This is an optimization exercise on Yosys and OpenROAD, whose aim is small area, not a production implementation.
In this exercise RTL edits were held to simulation tests only and were not proved equivalent to the original.
No driver is modelled on the clock port, so clocking that relies on it looks cheaper here than on a real chip.
Power and IR drop assume default switching activity.

## exp/indigo
==> module top, before the edit <==
module top (
    input   logic       clk,
    input   logic       reset_n,
    input   logic       input_spi_clk,
    input   logic       input_spi_mosi,
    input   logic       input_spi_cs_n,
    output  logic       adc_spi_clk,
    input   logic       adc_spi_miso,
    output  logic       adc_spi_mosi,
    output  logic       adc_spi_cs_n,
    output  logic       pwm_a,
    output  logic       pwm_b
);
    logic [9:0]  m;
    logic [5:0]  s;
    logic [9:0]  m_inc;      
    logic [10:0] t;          
    assign t[0] = 1'b1;
    genvar gi;
    generate for (gi = 0; gi < 10; gi = gi + 1) begin : g_m
        assign m_inc[gi] = m[gi] ^ t[gi];
        assign t[gi+1]   = m[gi] & t[gi];
    end endgenerate
    wire [6:0] s_inc = {1'b0, s} + {6'd0, m[4:0] == 5'd2};
    always_ff @(posedge clk) begin
        if (~reset_n) begin
            m <= 10'd2;
            s <= 6'd63;
        end else begin
            m <= m_inc;
            s <= s_inc[5:0] | {1'b0, {3{s_inc[6]}}, 2'b00};
        end
    end
    assign adc_spi_cs_n = (s >= 6'd47);
    assign adc_spi_clk  = ~adc_spi_cs_n & ((m[4:0] >= 5'd19) | (m[4:0] <= 5'd2));
    assign adc_spi_mosi = (s == 6'd28) | (s == 6'd29) | (s == 6'd31);
    logic [8:0] sr;
    always_ff @(posedge clk) begin
        if (m[4:0] == 5'd18 && s >= 6'd33 && s <= 6'd41)
            sr <= {sr[7:0], adc_spi_miso};
    end
    logic [7:0] r8;
    logic       rf;
    always_ff @(posedge clk) begin
        if (s == 6'd45 && m[4:0] == 5'd24) begin
            r8 <= sr[8:1];
            rf <= sr[0] & ~(&sr[8:1]);
        end
    end
    wire rx = r8[7] | (rf & (&r8[6:0]));
    logic       clk_q;
    logic [3:0] since;       
    logic [4:0] bitcnt;
    logic [8:0] bufn;        
    logic [7:0] pn, spn;     
    wire shift = (since == 4'd1);
    wire valid = (bitcnt == 5'd16);
    always_ff @(posedge clk) begin
        clk_q <= input_spi_clk;
        if (input_spi_clk & ~clk_q)
            since <= 4'd0;
        else if (~since[3])
            since <= since + 1'b1;
        if (shift)
            bufn <= {bufn[7:0], ~input_spi_mosi};
    end
    always_ff @(posedge clk) begin
        if (~reset_n || input_spi_cs_n)
            bitcnt <= '0;
        else if (shift)
            bitcnt <= bitcnt + 1'b1;
    end
    always_ff @(posedge clk) begin
        if (~reset_n) begin
            pn  <= ~8'd16;
            spn <= ~8'd127;
        end else if (valid) begin
            if (bufn[8] && since == 4'd7)
                pn <= bufn[7:0];
            if (~bufn[8] && since[3])
                spn <= bufn[7:0];
        end
    end
    logic [8:0] en;
    logic [8:0] ec;
    assign ec[0] = rf;
    generate for (gi = 0; gi < 8; gi = gi + 1) begin : g_en
        p_fa fa_en (.a(r8[gi]), .b(spn[gi]), .c(ec[gi]), .s(en[gi]), .co(ec[gi+1]));
    end endgenerate
    assign en[8] = rx ^ spn[7] ^ ec[8];
    logic [6:0] cmd;
    p_mul mul (.en(en), .pn(pn), .cmd(cmd));
    logic [7:0] ya, yb;
    assign ya = {~cmd[6], cmd[6], cmd[5:0]};
    assign yb = ~ya;
    wire ok = (|m_inc[9:2]) | (m_inc[1] & m_inc[0]);
    logic [8:0] lta, ltb;
    assign lta[0] = 1'b0;
    assign ltb[0] = 1'b1;
    generate for (gi = 0; gi < 8; gi = gi + 1) begin : g_cmp
        assign lta[gi+1] = (~m_inc[gi+2] & ya[gi]) | (~m_inc[gi+2] & lta[gi]) | (ya[gi] & lta[gi]);
        assign ltb[gi+1] = (~m_inc[gi+2] & yb[gi]) | (~m_inc[gi+2] & ltb[gi]) | (yb[gi] & ltb[gi]);
    end endgenerate
    always_ff @(posedge clk) begin
        pwm_a <= ok & lta[8];
        pwm_b <= ok & ltb[8];
    end
endmodule
export LEC_CHECK = 0
export CAP_MARGIN = 20
export CORE_MARGIN = 2
export CORE_UTILIZATION = 40
export SLEW_MARGIN = 20
export SYNTH_HIERARCHICAL = 1
export SYNTH_MINIMUM_KEEP_SIZE = 0
create_clock -name core_clock -period 10.0 [get_ports {clk}]
standard.sh (not shown) runs the stock make flow with config.mk's settings and CLKGATE_MAP_FILE= SYNTH_SCRIPT=/design/flow/synth_recipe.tcl, a recipe that flattens the netlist after the stock synthesis.
==> flow/flow/run.sh <==
#!/bin/bash
# The standard layout with four changes: after floorplanning,
# flow/downsize.tcl puts every logic cell at its smallest drive strength
# (the later repair steps size up where needed); the port buffers are buf_1
# cells; clock tree synthesis uses clkbuf_4 buffers without dummy loads; and
# after clock tree synthesis, flow/post_cts.tcl upsizes to clkbuf_8 each
# clock buffer whose flip-flops' clock slew is estimated over 100 ps.
# Each tool's output is in orfs/logs; the make output is in flow_make.log.
set -euo pipefail
here=$(cd "$(dirname "$0")" && pwd)
export BUFFER_PORTS_ARGS="-buffer_cell sky130_fd_sc_hd__buf_1"
export CTS_ARGS="-sink_clustering_enable -repair_clock_nets -dont_use_dummy_load -buf_list sky130_fd_sc_hd__clkbuf_4"
export POST_CTS_TCL="$here/post_cts.tcl"
export POST_FLOORPLAN_TCL="$here/downsize.tcl"
bash standard.sh > flow_make.log 2>&1
==> flow/flow/downsize.tcl <==
# Start placement from the smallest drive strength of every logic cell that
# synthesis sized up (not the flip-flops or clock buffers); the resizer's
# later repair steps size up again only where slew, load or timing needs it.
foreach inst [get_cells *] {
  set master [get_property [get_lib_cells -of_objects $inst] name]
  if {![regexp {^(sky130_fd_sc_hd__[a-z0-9]+)_([0-9]+)$} $master -> base drive]} { continue }
  if {$drive <= 1 || [string match *clk* $base] || [string match *df* $base]} { continue }
  foreach alt [list ${base}_1 ${base}_0] {
    if {[llength [get_lib_cells -quiet $alt]] > 0} {
      replace_cell $inst $alt
      break
    }
  }
}
==> flow/flow/post_cts.tcl <==
estimate_parasitics -placement
set weak {}
foreach pin [all_registers -clock_pins -edge_triggered] {
  set worst 0
  foreach edge {rise fall} {
    foreach a {min max} {
      set s [get_property $pin slew_${a}_$edge]
      if {$s > $worst} { set worst $s }
    }
  }
  if {$worst > 0.100} {
    set net [get_nets -of_objects $pin]
    foreach drv [get_pins -of_objects $net -filter "direction==output"] {
      lappend weak [get_cells -of_objects $drv]
    }
  }
}
set done {}
foreach c $weak {
  set name [get_property $c full_name]
  if {[lsearch -exact $done $name] >= 0} { continue }
  lappend done $name
  if {[get_property [get_lib_cells -of_objects $c] name] eq "sky130_fd_sc_hd__clkbuf_4"} {
    puts "upsizing clock buffer $name"
    replace_cell $c sky130_fd_sc_hd__clkbuf_8
  }
}
if {[llength $done] > 0} {
  detailed_placement
  check_placement -verbose
  estimate_parasitics -placement
}
The inputs of exp/juniper differ from those of exp/indigo as listed below.
--- a/flow/design.v
+++ b/flow/design.v
@@ -270,5 +270,5 @@
     logic [8:0] bufn;        
     logic [7:0] pn, spn;     
-    wire shift = (since == 4'd1);
+    wire shift = (since == 4'd1) & clk_q;
     wire valid = (bitcnt == 5'd16);
     always_ff @(posedge clk) begin
[summary]
exp/indigo and exp/juniper ended up with nearly the same area share of buffers outside the clock network.
Against exp/indigo, synthesized area in exp/juniper rose slightly.
exp/indigo → exp/juniper: proportion of power drawn by the clock network +1.0 points, wire length of the first global-routing pass now sits lower, peak clock frequency supported by timing did not really move.
exp/juniper and exp/indigo ended up with roughly the same post-placement cell count.
~same data arrival at the endpoint of the critical path in exp/indigo and exp/juniper
Looking at overall routed net length, exp/juniper sits 33 um above exp/indigo.
exp/juniper vs exp/indigo, share of total power in combinational logic went down by 0.9 points.

---

top, a different RTL version from the one above (not shown whole).
For scale: ~440 cells after synthesis, ~11 I/O pins.
==> module top, before the edit <==
module top (
    input   logic       clk,
    input   logic       reset_n,
    input   logic       input_spi_clk,
    input   logic       input_spi_mosi,
    input   logic       input_spi_cs_n,
    output  logic       adc_spi_clk,
    input   logic       adc_spi_miso,
    output  logic       adc_spi_mosi,
    output  logic       adc_spi_cs_n,
    output  logic       pwm_a,
    output  logic       pwm_b
);
    logic [9:0]  m;
    logic [5:0]  s;
    logic [9:0]  m_inc;      
    logic [10:0] t;          
    assign t[0] = 1'b1;
    genvar gi;
    generate for (gi = 0; gi < 10; gi = gi + 1) begin : g_m
        assign m_inc[gi] = m[gi] ^ t[gi];
        assign t[gi+1]   = m[gi] & t[gi];
    end endgenerate
    wire [6:0] s_inc = {1'b0, s} + {6'd0, m[4:0] == 5'd2};
    always_ff @(posedge clk) begin
        if (~reset_n) begin
            m <= 10'd2;
            s <= 6'd63;
        end else begin
            m <= m_inc;
            s <= s_inc[5:0] | {1'b0, {3{s_inc[6]}}, 2'b00};
        end
    end
    assign adc_spi_cs_n = (s >= 6'd47);
    assign adc_spi_clk  = ~adc_spi_cs_n & ((m[4:0] >= 5'd19) | (m[4:0] <= 5'd2));
    assign adc_spi_mosi = (s == 6'd28) | (s == 6'd29) | (s == 6'd31);
    logic [8:0] sr;
    always_ff @(posedge clk) begin
        if (m[4:0] == 5'd18 && s >= 6'd33 && s <= 6'd41)
            sr <= {sr[7:0], adc_spi_miso};
    end
    logic [7:0] r8;
    logic       rx, rf;
    always_ff @(posedge clk) begin
        if (s == 6'd45 && m[4:0] == 5'd24) begin
            r8 <= sr[8:1];
            rf <= sr[0] & ~(&sr[8:1]);
            rx <= sr[8] | (sr[0] & (&sr[7:1]));
        end
    end
    logic       clk_q;
    logic [3:0] since;       
    logic [4:0] bitcnt;
    logic [8:0] bufn;        
    logic [7:0] pn, spn;     
    wire shift = (since == 4'd1);
    wire valid = (bitcnt == 5'd16);
    always_ff @(posedge clk) begin
        clk_q <= input_spi_clk;
        if (input_spi_clk & ~clk_q)
            since <= 4'd0;
        else if (~since[3])
            since <= since + 1'b1;
        if (shift)
            bufn <= {bufn[7:0], ~input_spi_mosi};
    end
    always_ff @(posedge clk) begin
        if (~reset_n || input_spi_cs_n)
            bitcnt <= '0;
        else if (shift)
            bitcnt <= bitcnt + 1'b1;
    end
    always_ff @(posedge clk) begin
        if (~reset_n) begin
            pn  <= ~8'd16;
            spn <= ~8'd127;
        end else if (valid) begin
            if (bufn[8] && since == 4'd7)
                pn <= bufn[7:0];
            if (~bufn[8] && since[3])
                spn <= bufn[7:0];
        end
    end
    logic [8:0] en;
    logic [8:0] ec;
    assign ec[0] = rf;
    generate for (gi = 0; gi < 8; gi = gi + 1) begin : g_en
        p_fa fa_en (.a(r8[gi]), .b(spn[gi]), .c(ec[gi]), .s(en[gi]), .co(ec[gi+1]));
    end endgenerate
    assign en[8] = rx ^ spn[7] ^ ec[8];
    logic [6:0] cmd;
    p_mul mul (.en(en), .pn(pn), .cmd(cmd));
    logic [7:0] ya, yb;
    assign ya = {~cmd[6], cmd[6], cmd[5:0]};
    assign yb = ~ya;
    wire ok = (|m_inc[9:2]) | (m_inc[1] & m_inc[0]);
    logic [8:0] lta, ltb;
    assign lta[0] = 1'b0;
    assign ltb[0] = 1'b1;
    generate for (gi = 0; gi < 8; gi = gi + 1) begin : g_cmp
        assign lta[gi+1] = (~m_inc[gi+2] & ya[gi]) | (~m_inc[gi+2] & lta[gi]) | (ya[gi] & lta[gi]);
        assign ltb[gi+1] = (~m_inc[gi+2] & yb[gi]) | (~m_inc[gi+2] & ltb[gi]) | (yb[gi] & ltb[gi]);
    end endgenerate
    always_ff @(posedge clk) begin
        pwm_a <= ok & lta[8];
        pwm_b <= ok & ltb[8];
    end
endmodule
==> flow/config.mk <==
export PLATFORM = sky130hd
export DESIGN_NAME = top
export DESIGN_NICKNAME = top
export VERILOG_FILES = /design/flow/design.v
export SDC_FILE = /design/flow/constraint.sdc
export NUM_CORES = 4
export LEC_CHECK = 0
export CAP_MARGIN = 20
export CORE_MARGIN = 2
export CORE_UTILIZATION = 40
export SLEW_MARGIN = 20
export SYNTH_HIERARCHICAL = 1
export SYNTH_MINIMUM_KEEP_SIZE = 0
==> flow/constraint.sdc <==
create_clock -name core_clock -period 10.0 [get_ports {clk}]
set_input_delay 2.0000 -clock core_clock [delete_from_list [all_inputs] [get_ports {clk}]]
set_output_delay 2.0000 -clock core_clock [all_outputs]
set_load 0.01 [all_outputs]
==> flow/flow/run.sh <==
#!/bin/bash
# The standard layout, with clock tree synthesis run without dummy loads
# and with clkbuf_4 buffers. Each tool's output is in orfs/logs; the make
# output is in flow_make.log.
set -euo pipefail
export CTS_ARGS="-sink_clustering_enable -repair_clock_nets -dont_use_dummy_load -buf_list sky130_fd_sc_hd__clkbuf_4"
bash standard.sh > flow_make.log 2>&1
Edit:
--- a/flow/design.v
+++ b/flow/design.v
@@ -234,34 +234,34 @@
     assign t[0] = 1'b1;
     genvar gi;
     generate for (gi = 0; gi < 10; gi = gi + 1) begin : g_m
         assign m_inc[gi] = m[gi] ^ t[gi];
         assign t[gi+1]   = m[gi] & t[gi];
     end endgenerate
-    wire [6:0] s_inc = {1'b0, s} + {6'd0, m[4:0] == 5'd2};
     always_ff @(posedge clk) begin
         if (~reset_n) begin
             m <= 10'd2;
-            s <= 6'd63;
+            s <= 6'd35;
         end else begin
             m <= m_inc;
-            s <= s_inc[5:0] | {1'b0, {3{s_inc[6]}}, 2'b00};
+            if (m[4:0] == 5'd2)
+                s <= (s == 6'd35) ? 6'd0 : s + 1'b1;
         end
     end
-    assign adc_spi_cs_n = (s >= 6'd47);
+    assign adc_spi_cs_n = (s >= 6'd19);
     assign adc_spi_clk  = ~adc_spi_cs_n & ((m[4:0] >= 5'd19) | (m[4:0] <= 5'd2));
-    assign adc_spi_mosi = (s == 6'd28) | (s == 6'd29) | (s == 6'd31);
+    assign adc_spi_mosi = (s == 6'd0) | (s == 6'd1) | (s == 6'd3);
     logic [8:0] sr;
     always_ff @(posedge clk) begin
-        if (m[4:0] == 5'd18 && s >= 6'd33 && s <= 6'd41)
+        if (m[4:0] == 5'd18 && s >= 6'd5 && s <= 6'd13)
             sr <= {sr[7:0], adc_spi_miso};
     end
     logic [7:0] r8;
     logic       rx, rf;
     always_ff @(posedge clk) begin
-        if (s == 6'd45 && m[4:0] == 5'd24) begin
+        if (s == 6'd17 && m[4:0] == 5'd24) begin
             r8 <= sr[8:1];
             rf <= sr[0] & ~(&sr[8:1]);
             rx <= sr[8] | (sr[0] & (&sr[7:1]));
         end
     end
     logic       clk_q;
After rerunning:
- non-clock buffer count does not change
- via count rises by 1.5%
- count of clock-buffer cells in the layout is unchanged
- design area rises by 0.86%
- clock skew stays flat
- global-route usage falls by 1.0 points
- power falls by 3.6%
- core utilization rises by 0.37 points
- synthesized cell count rises by 1.8%
- worst setup slack degrades by 0.11 ns

-- afterwards: timing with drivers on the ports --
Ports are ideal in the flow. The routed layouts listed here were re-timed in OpenROAD.
Step 1, drivers: a clkbuf_16 drives clk and a buf_2 each remaining input, both assumed.
Step 2 times the ports against the registers' clock, not the clock port: input delays grow and output delays shrink by t, the midpoint of the rising clock arrivals with the driver on.
Slacks: ideal ports / drivers / drivers and shift; pairs: ideal ports / drivers.
| run | t, ns | setup slack, ns | worst hold slack (ns) |
|---|---|---|---|
| exp/indigo | 0.423 | 0.475 / 0.475 / 0.475 | 0.462 / 0.462 / 0.462 |
| exp/juniper | 0.418 | 0.487 / 0.487 / 0.487 | 0.457 / 0.457 / 0.457 |
| the first run of note 2 | 0.434 | 0.462 / 0.462 / 0.462 | 0.490 / 0.490 / 0.490 |
| the second run of note 2 | 0.416 | 0.351 / 0.351 / 0.351 | 0.493 / 0.493 / 0.493 |
After both steps setup and hold are still met in every run listed.
